This design comes from an exercise in tuning for small area on the open sky130 flow, not from production work. The RTL was checked by simulation tests, not by an equivalence proof against the original design. Power figures rest on the tool's default switching activity, not on a simulated workload.

--- flow/design.v ---
module Clockslow(
    input clk,
    input rst,
    output tick
    );
    reg [15:0] num;
    assign tick = (num == 16'h348B);
    wire fb = num[15] ^ num[11] ^ num[2] ^ num[0] ^ tick;
    always @(posedge clk or posedge rst)
        if (rst) num <= 16'h6916;
        else     num <= {num[14:0], fb};
endmodule
module debouncer(
    input btn,
    input clk,
    input rst,
    input en,
    output wire btnsig
    );
    reg q0, q1, q2;
    always @(posedge clk or posedge rst)
        if (rst) begin
            q0 <= 1'b0; q1 <= 1'b0; q2 <= 1'b0;
        end else if (en) begin
            q0 <= btn; q1 <= q0; q2 <= q1;
        end
    assign btnsig = q2;
endmodule
module vga_controller(
    input clk_100MHz,
    input reset,
    output video_on,
    output hsync,
    output vsync,
    output [9:0] x,
    output [7:0] yq,
    output [1:0] yr
    );
    function le8(input [7:0] a, input [7:0] b);
        integer i;
        reg r;
        begin
            r = 1'b1;
            for (i = 0; i < 8; i = i + 1) r = a[i] ? (b[i] & r) : (b[i] | r);
            le8 = r;
        end
    endfunction
    reg [9:0] h;
    reg [7:0] q;
    reg [1:0] r;
    reg run;    
    wire hend = h[9] & h[8] & h[4] & h[3] & h[2] & h[1] & h[0];
    wire r2 = r[1];
    wire vclr = hend & r2 & q[7] & q[5] & q[3] & q[2] & q[1];
    reg [9:0] hinc;
    reg [7:0] qinc;
    integer i;
    reg c;
    always @(*) begin
        c = run;
        for (i = 0; i < 10; i = i + 1) begin hinc[i] = h[i] ^ c; c = c & h[i]; end
        c = hend & r2;
        for (i = 0; i < 8; i = i + 1) begin qinc[i] = q[i] ^ c; c = c & q[i]; end
    end
    always @(posedge clk_100MHz or posedge reset)
        if (reset) begin
            h <= 0; q <= 0; r <= 0; run <= 1'b0;
        end else begin
            run <= 1'b1;
            h <= {hinc[9] & ~hend, hinc[8] & ~hend, hinc[7:6], hinc[5] & ~hend, hinc[4:0]};
            q <= vclr ? 8'd0 : qinc;
            if (hend) r <= {r[0], ~r[1] & ~r[0]};
        end
    wire h0 = (h == 10'd0);
    wire hs_rng = le8(8'd145, h[7:0]) & le8(h[7:0], 8'd240);
    assign hsync = h[9] & ~h[8] & hs_rng;
    assign vsync = (q == 8'd171) & (h0 ? (r != 2'd0) : ~r[1]);
    assign video_on = ~(h[9] & (h[8] | h[7])) & le8(q, 8'd159);
    assign x = h;
    assign yq = q;
    assign yr = r;
endmodule
module displaycontrol(
input clk_100MHz,
input btnL,
input btnR,
input rst,
input video_on,
input [9:0] x,
input [7:0] yq,      
input [1:0] yr,
output [11:0] rgb
);
    function le10(input [9:0] a, input [9:0] b);
        integer i;
        reg r;
        begin
            r = 1'b1;
            for (i = 0; i < 10; i = i + 1) r = a[i] ? (b[i] & r) : (b[i] | r);
            le10 = r;
        end
    endfunction
    function le8(input [7:0] a, input [7:0] b);
        integer i;
        reg r;
        begin
            r = 1'b1;
            for (i = 0; i < 8; i = i + 1) r = a[i] ? (b[i] & r) : (b[i] | r);
            le8 = r;
        end
    endfunction
    function [9:0] add10(input [9:0] a, input [9:0] k);
        integer i;
        reg c;
        begin
            c = 1'b0;
            for (i = 0; i < 10; i = i + 1) begin
                add10[i] = a[i] ^ k[i] ^ c;
                c = (a[i] & k[i]) | (c & (a[i] ^ k[i]));
            end
        end
    endfunction
    function [9:0] step10(input [9:0] q, input dn, input en);
        integer i;
        reg t;
        begin
            t = en;
            for (i = 0; i < 10; i = i + 1) begin
                step10[i] = q[i] ^ t;
                t = t & (q[i] ^ dn);
            end
        end
    endfunction
    wire x0 = (x == 10'd0);
    wire x1 = (x == 10'd1);
    wire hend = (x == 10'd799);
    wire r0 = (yr == 2'd0), r2 = yr[1];
    wire vlast = (yq == 8'd174) & r2;
    wire refresh_tick = x0 && (((yq == 8'd160) & ~r0) | (yq == 8'd161) | (yq == 8'd162));
    reg [8:0] pad_hi_x;     
    reg pad_lo_x;           
    reg [6:0] gk7_x;        
    reg gk_direction;
    reg [9:0] ball_left_x;
    reg [7:0] bk_x;         
    reg h_ball_x, v_ball_x;
    wire [8:0] pad_hi = pad_hi_x ^ 9'd134;
    wire pad_lo = ~pad_lo_x;
    wire [6:0] gk7 = gk7_x ^ 7'd48;
    wire [9:0] ball_left = ball_left_x ^ 10'd319;
    wire [7:0] bk = bk_x ^ 8'd79;
    wire h_ball = ~h_ball_x, v_ball = ~v_ball_x;
    wire [9:0] pad_left = {pad_hi, pad_lo};
    wire pad_zero = (pad_left == 10'd0);
    wire bl_zero = (ball_left == 10'd0);
    wire [3:0] bl_end = ball_left[3:0] + 4'd12;
    wire b_start = (x == ball_left) | (x1 & bl_zero);
    wire b_endm = (x[3:0] == bl_end);
    reg b_run;
    wire b_on = b_start | b_run;
    wire [4:0] gk_end = gk7[4:0] + 5'd30;
    wire g_start = (x == {3'b010, gk7});
    wire g_endm = (x[4:0] == gk_end);
    reg g_run;
    wire g_on = g_start | g_run;
    wire [6:0] pad_end = pad_left[6:0] + 7'd100;
    wire [6:0] pad_mid = pad_left[6:0] + 7'd44;
    wire p_start = (x == pad_left) | (x1 & pad_zero);
    wire p_endm = (x[6:0] == pad_end);
    wire p_midm = (x[6:0] == pad_mid);
    reg p_run, pl_run;
    wire p_on = p_start | p_run;
    wire pl_on = p_start | pl_run;
    wire y_start = (yq == bk) & r2;
    wire y_endm = (yq[1:0] == bk[1:0]) & (yq[2] ^ bk[2]) & r2;
    reg y_run;
    wire y_on = y_start | y_run;
    always @(posedge clk_100MHz) begin
        b_run <= ~hend & ~b_endm & (b_run | (b_start & ~refresh_tick));
        g_run <= ~g_endm & (g_run | g_start);
        p_run <= ~p_endm & (p_run | (p_start & ~refresh_tick));
        pl_run <= ~p_midm & (pl_run | (p_start & ~refresh_tick));
    end
    always @(posedge clk_100MHz or posedge rst)
        if (rst) y_run <= 1'b0;
        else if (hend) y_run <= ~vlast & ~y_endm & (y_run | y_start);
    wire wall_on = (le8(yq, 8'd14) | ((yq == 8'd15) & r0)) && (le10(x, 10'd259) || le10(10'd379, x));
    wire ball_on = y_on & b_on;
    wire gk_on = (((yq == 8'd13) & ~r0) | (le8(8'd14, yq) & le8(yq, 8'd22)) | ((yq == 8'd23) & ~r2)) && g_on;
    wire pad_on = (((yq == 8'd133) & ~r0) | (le8(8'd134, yq) & le8(yq, 8'd136))) && p_on;
    wire c_grey  = ~ball_on & wall_on;
    wire c_blue  = ~ball_on & ~wall_on & gk_on;
    wire c_green = ~ball_on & ~wall_on & ~gk_on & ~pad_on;
    reg s1, s2, s3;
    reg ov_gk, ov_pad, ov_pl;
    always @(posedge clk_100MHz) begin
        s1 <= video_on & ~c_green;
        s2 <= video_on & ~c_grey;
        s3 <= video_on & ~c_blue;
        ov_gk <= ~x0 & (ov_gk | (b_on & g_on));
        ov_pad <= ~x0 & (ov_pad | (b_on & p_on));
        ov_pl <= ~x0 & (ov_pl | (b_on & pl_on));
    end
    wire wa = s1 & s3, wb = s1 & s2, wg = s2 & s3, w = s1 & s2 & s3;
    assign rgb = {w, wa, wb, w, wg, s3, s2, w, wb, s1, wb, s2};
    wire pad_max = pad_hi[8] & pad_hi[3] & pad_hi[2] & pad_hi[0];   
    wire pad_min = (pad_hi == 9'd0);
    wire pad_up = btnR & ~pad_max;
    wire pad_dn = ~btnR & btnL & ~pad_min;
    wire gk_at_left = (gk7[6:2] == 5'd0);                             
    wire gk_at_right = gk7[6] & gk7[4] & gk7[3] & gk7[2] & gk7[0];    
    wire gk_dir_new = gk_direction ? ~gk_at_left : gk_at_right;
    wire bl_in = le10(ball_left, 10'd1011);    
    wire wall_hit = le8(bk, 8'd14) && (le10(ball_left, 10'd259) || (le10(10'd367, ball_left) && bl_in));
    wire gk_hit = le8(bk, 8'd22) && le8(8'd9, bk) && ov_gk;        
    wire pad_hit = le8(8'd129, bk) && le8(bk, 8'd136) && ov_pad;   
    reg h_ball_new, v_ball_new;
    always @(*) begin
        h_ball_new = h_ball;
        v_ball_new = v_ball;
        if (wall_hit) v_ball_new = 1'b0;
        if (bl_zero) h_ball_new = 1'b0;
        if (le10(10'd627, ball_left) && bl_in) h_ball_new = 1'b1;
        if (gk_hit) v_ball_new = 1'b0;
        if (pad_hit) begin
            v_ball_new = 1'b1;
            h_ball_new = ov_pl;
        end
    end
    wire out = v_ball ? (bk == 8'd0) : (bk[7] & bk[4] & bk[3] & bk[2] & bk[1]);
    wire [9:0] pad_next = step10({1'b0, pad_hi}, pad_dn, pad_up | pad_dn);
    wire [9:0] gk_next = step10({3'b000, gk7}, gk_dir_new, 1'b1);
    wire [9:0] bl_next = step10(ball_left, h_ball, 1'b1);
    wire [9:0] bk_next = step10({2'b00, bk}, v_ball, 1'b1);
    always @(posedge clk_100MHz or posedge rst)
        if (rst) begin
            pad_hi_x <= 9'd0;
            pad_lo_x <= 1'b0;
            gk7_x <= 7'd0;
            gk_direction <= 1'b0;
            ball_left_x <= 10'd0;
            bk_x <= 8'd0;
            h_ball_x <= 1'b0;
            v_ball_x <= 1'b0;
        end else if (refresh_tick) begin
            pad_hi_x <= pad_next[8:0] ^ 9'd134;
            if (btnR & pad_max) pad_lo_x <= 1'b0;
            else if (~btnR & btnL & pad_min) pad_lo_x <= 1'b1;
            gk_direction <= gk_dir_new;
            gk7_x <= gk_next[6:0] ^ 7'd48;
            if (out) begin
                ball_left_x <= 10'd0;
                bk_x <= 8'd0;
                h_ball_x <= h_ball_new;
                v_ball_x <= 1'b1;
            end else begin
                ball_left_x <= bl_next ^ 10'd319;
                bk_x <= bk_next[7:0] ^ 8'd79;
                h_ball_x <= ~h_ball_new;
                v_ball_x <= ~v_ball_new;
            end
        end
endmodule
`timescale 1ns / 1ps
module top(
input btnL,
input btnR,
input rst,
input clk,
output [11:0] rgb,
output hsync,
output vsync
    );
wire btnLsig, btnRsig;
wire [9:0] x_out;
wire [7:0] yq;
wire [1:0] yr;
wire slow_tick, vid_on;
Clockslow cs(.clk(clk), .rst(rst), .tick(slow_tick));
vga_controller vgacon(
    .clk_100MHz(clk), .reset(rst), .video_on(vid_on),
    .hsync(hsync), .vsync(vsync), .x(x_out), .yq(yq), .yr(yr));
debouncer d1(.btn(btnL), .clk(clk), .rst(rst), .en(slow_tick), .btnsig(btnLsig));
debouncer d0(.btn(btnR), .clk(clk), .rst(rst), .en(slow_tick), .btnsig(btnRsig));
displaycontrol dc(
    .clk_100MHz(clk), .btnL(btnLsig), .btnR(btnRsig), .rst(rst),
    .video_on(vid_on), .x(x_out), .yq(yq), .yr(yr), .rgb(rgb));
endmodule
--- flow/flow/run.sh ---
#!/bin/bash
# Own layout flow: the standard ORFS flow (standard.sh), with
#  - an area-oriented ABC mapping script (flow/abc_area.script) in place of
#    ORFS's, and no separate half/full-adder extraction before ABC,
#  - port buffers made of the smallest buffer,
#  - clock tree synthesis without dummy loads.
# The registers, their names and cell types are the standard synthesis's.
set -euo pipefail
W=$(pwd)
rm -rf "$W/scripts"
cp -r "$FLOW_HOME/scripts" "$W/scripts"
cp "$W/flow/abc_area.script" "$W/scripts/abc_area.script"
bash "$W/standard.sh" \
    SCRIPTS_DIR="$W/scripts" \
    ABC_AREA=1 \
    ADDER_MAP_FILE= \
    BUFFER_PORTS_ARGS="-buffer_cell sky130_fd_sc_hd__buf_1" \
    CTS_ARGS="-sink_clustering_enable -repair_clock_nets -root_buf sky130_fd_sc_hd__clkbuf_8 -tree_buf sky130_fd_sc_hd__clkbuf_4 -buf_list sky130_fd_sc_hd__clkbuf_4 -dont_use_dummy_load" \
    finish > "$W/orfs_make.log" 2>&1
--- flow/flow/abc_area.script ---
strash
dc2
dch
amap
topo
--- flow/standard.sh ---
#!/bin/bash
# synth_recipe.tcl (not shown) runs the flow's synth.tcl, then flattens the netlist and writes it again
# the make line also repeats each setting of config.mk as NAME=value (left out here)
make -C /OpenROAD-flow-scripts/flow DESIGN_CONFIG=/design/flow/config.mk WORK_HOME=/design/flow/orfs CLKGATE_MAP_FILE= SYNTH_SCRIPT=/design/flow/synth_recipe.tcl "${@:-finish}"
--- flow/config.mk ---
export PLATFORM = sky130hd
export DESIGN_NAME = top
export DESIGN_NICKNAME = top
export VERILOG_FILES = /design/flow/design.v
export SDC_FILE = /design/flow/constraint.sdc
export NUM_CORES = 4
export LEC_CHECK = 0
export ABC_AREA = 1
export CAP_MARGIN = 20
export CORE_MARGIN = 2
export CORE_UTILIZATION = 40
export CTS_BUF_LIST = sky130_fd_sc_hd__clkbuf_8
export SLEW_MARGIN = 20
--- flow/constraint.sdc ---
create_clock -name core_clock -period 10.0 [get_ports {clk}]
set_input_delay 2.0000 -clock core_clock [delete_from_list [all_inputs] [get_ports {clk}]]
set_output_delay 2.0000 -clock core_clock [all_outputs]
set_load 0.01 [all_outputs]
==> flow_metrics.env <==
export IMPL_critPathTopFamily="buffers and inverters"
export IMPL_core_sq_mm=0.01196
export IMPL_synth_seq_cells=92
export IMPL_cts_sinks=92
export IMPL_r2r_start="vgacon.h[6]"
export IMPL_ctsResizeCount=0
export IMPL_regArea_sq_mm=0.002261
export IMPL_max_clock_path_buffers=2
export IMPL_slowest_stage="dfrtp_1"
export IMPL_power_density_mw_per_mm2=143.0
export IMPL_slew_viol_final=0
export IMPL_dpl_hpwl_um=9148
export IMPL_drt_iter0_markers=435
export IMPL_dieWidth_um=114.6
export IMPL_setup_viol=0
export IMPL_required_ns=8.00
export IMPL_end_kind="primary output"
export IMPL_nets=631
export IMPL_ant_nets=0
export IMPL_crit_type="reg2out"
export IMPL_post_cts_buffers=0
export IMPL_layout_commonest_cell="nor2_1"
export IMPL_p_leak_nw=1.968
export IMPL_layout_common_cells="nor2_1 (119), clkinv_1 (105), dfrtp_1 (75)"
export IMPL_firstDrtPassIters=5
export IMPL_max_slew_margin=0.4210
export IMPL_grt_max_degree=83
export IMPL_ios=18
export IMPL_cts_tree="yes"
export IMPL_cts_hold_buffers=0
export IMPL_hold_start="cs.num[1]"
export IMPL_start_util=0.4088
export IMPL_async_flop_share=0.8913
export IMPL_vias_per_cell=5.829
export IMPL_grt_pass1_wl_um=20710
export IMPL_syn_inst=608
export IMPL_syn_area_sq_mm=0.004890
export IMPL_ys_types=39
export IMPL_skew_ns=0.02262
export IMPL_synth_sequential_area_ratio=0.4624
export IMPL_status="finished clean"
export IMPL_crit_buf_inv=3
export IMPL_final_core_util=0.4348
export IMPL_cp_startpoint="vgacon.h[6]"
export IMPL_track_usage=0.1996
export IMPL_grt_pass1_vias=4238
export IMPL_diodes=0
export IMPL_overflow=0
export IMPL_num_rows=40
export IMPL_antenna_found_initial=0
export IMPL_die_area_sq_mm=0.01313
export IMPL_wire_per_inst_um=16.12
export IMPL_rsz0062_at_grt="false"
export IMPL_num_fill_cells=1207
export IMPL_cp_max_fo=7
export IMPL_hp_class="reg2reg"
export IMPL_root_buffer="clkbuf_8"
export IMPL_vdd_ir_drop_max_mv=0.1447
export IMPL_cts_max_level=3
export IMPL_hold_viol_final=0
export IMPL_ys_flop_type="dfrtp_1"
export IMPL_post_route_period_util=0.4154
export IMPL_syn_avg_cell_area_sq_um=8.042
export IMPL_fin_area_sq_mm=0.005201
export IMPL_cp_start_kind="flop"
export IMPL_period_needed_ns=4.154
export IMPL_synth_fp_nets=612
export IMPL_vias=4500
export IMPL_cp_cell_sequence="clkinv_1 -> nand4_1 -> nor2_1 -> nand2_1 -> clkinv_1 -> a221oi_1 -> buf_1"
export IMPL_die_h_um=114.6
export IMPL_path_common_cell="clkinv_1"
export IMPL_syn2layout_area_growth_pct=6.372
export IMPL_gp_congestion=0.9780
export IMPL_cts_buffers=9
export IMPL_synth_edff_count=0
export IMPL_clk_latency_ns=0.38
export IMPL_critPathMaxStageDelay_ns=0.46
export IMPL_fmax_mhz=240.7
export IMPL_worst_slew_pin_transition_ns=0.8619
export IMPL_drc=0
export IMPL_port_buffers=17
export IMPL_post_dp_cell_area_sq_mm=0.005071
export IMPL_drive_above_1_share=0.03360
export IMPL_clk_pin_slew_worst_paths_ns=0.08
export IMPL_cp_arrival_ns=2.15
export IMPL_ys_warn_count=4
export IMPL_cap_violations=0
export IMPL_fin_tns_setup_ns=0
export IMPL_wirelength_um=12450
export IMPL_multi_input_area_sq_mm=0.002143
==> kinds of logic (layout without fill, tap and decap cells) <==
kind of cell / Yosys count / count (layout) / share of synthesized area
and+or+nand+nor: 215 / 215 / 0.1888
AOI/OAI and AO/OA: 181 / 181 / 0.2464
buffers and inverters: 118 / 135 / 0.09980
DFF: 92 / 92 / 0.4624
other: 1 / 1 / 0.0007669
xor gates and xnor gates: 1 / 1 / 0.001792
==> power by group <==
group	internal [mW]	total [mW]	switching [mW]	leakage [nW]
combinational	0.0441	0.135	0.0905	0.721
clock	0.0807	0.199	0.118	0.0647
sequential	0.385	0.410	0.0254	1.18
==> worst paths after layout <==
path                                to  slack, ns  depth (start not counted)
hold reg to reg              cs.num[2]       0.37                          0
setup reg to reg            dc.bk_x[4]       6.74                         15
setup / recovery                 vsync       5.85                          7
min in group asynchronous    cs.num[6]       1.79                          3
hold / removal               cs.num[2]       0.37                          0
max in group asynchronous  vgacon.q[4]       7.67                          3
==> cells in the mapped netlist (2+ instances only) <==
library cell  count  area [sq um]
nor3_1           26         130.1
o22ai_1          33         206.5
nand2_1          34         127.6
o21ai_0          39         195.2
o221ai_1         17         148.9
a31oi_1           7         43.79
a41oi_1           3         26.28
o21a_1            5         37.54
a2111oi_0         4         35.03
dfstp_2           7         183.9
a221oi_1          7         61.31
nor4_1           11         68.82
a21oi_1          26         130.1
a211oi_1         15         112.6
or3_1             2         12.51
o22a_1            5         43.79
buf_4            12         90.09
clkinv_1        106         397.9
o211ai_1          2         15.01
nand4b_1          2         17.52
o32a_1            2         20.02
dfxtp_1          10         200.2
a32oi_1           2         17.52
nand4_1           5         31.28
a22oi_1           9         67.56
dfrtp_1          75          1877
nor2_1          120         450.4
nand3_1          11         55.05
==> layout make-up <==
type	instances	share of cell area
well taps	147	0.03536
inverters	106	0.07674
clock buffers	9	0.02382
flip-flops and latches	92	0.4347
repair buffers	20	0.01732
multi-input cells	398	0.4121
==> state kept, by name, indices dropped and copies added, names as in the netlist, 2 cells and up <==
signal,cells
vgacon.r,2
cs.num,16
vgacon.q,8
vgacon.h,10
dc.bk_x,8
dc.ball_left_x,10
dc.pad_hi_x,9
dc.gk7_x,7
==> stage by stage <==
| stage | instances | power, mW | setup slack, ns | hold WS [ns] |
|---|---|---|---|---|
| after global routing | 772 | 0.7858 | 5.693 | 0.3814 |
| after global placement | 763 | 0.5423 | 6.369 | 0.3525 |
| after CTS | 772 | 0.7503 | 5.858 | 0.3750 |
| after detailed placement | 763 | 0.5466 | 6.274 | 0.3579 |
| final | 772 | 0.7436 | 5.846 | 0.3719 |
| after floorplan | 608 | 0.5118 | 6.640 | 0.3464 |
==> routing by layer <==
metal  GRT usage  wire [um]  vias to the layer above
li1            -          -                     2211
met1      0.2619       5587                     2127
met2      0.3227       5985                      139
met3     0.04606        620                       23
met4     0.07236        252                        0
met5           0          0                        -

separate check: timing with driven ports:
In the flow no input, the clock included, has a driving cell. The finished layout below was timed again as built, in two steps. Step 1 (the two cells are an assumption about what drives the block):
set clk [get_ports {clk}]
set_driving_cell -lib_cell sky130_fd_sc_hd__clkbuf_16 $clk
set_driving_cell -lib_cell sky130_fd_sc_hd__buf_2 [delete_from_list [all_inputs] $clk]
Step 2 times the ports against the registers' clock, not the clock port: input delays grow and output delays shrink by t, the midpoint of the rising clock arrivals with the driver on. Slacks: no drivers / after step 1 / after step 2; pairs: no drivers / after step 1.
t, ns: 0.403
setup WS [ns]: 5.846 / 5.812 / 6.215
hold WS [ns]: 0.372 / 0.372 / 0.372
worst slew at a driven data input, ns: 0.03
After both steps this run still meets setup and hold. For this run, drivers alone change the setup slack by -0.034 ns; drivers and shift together by +0.369 ns.
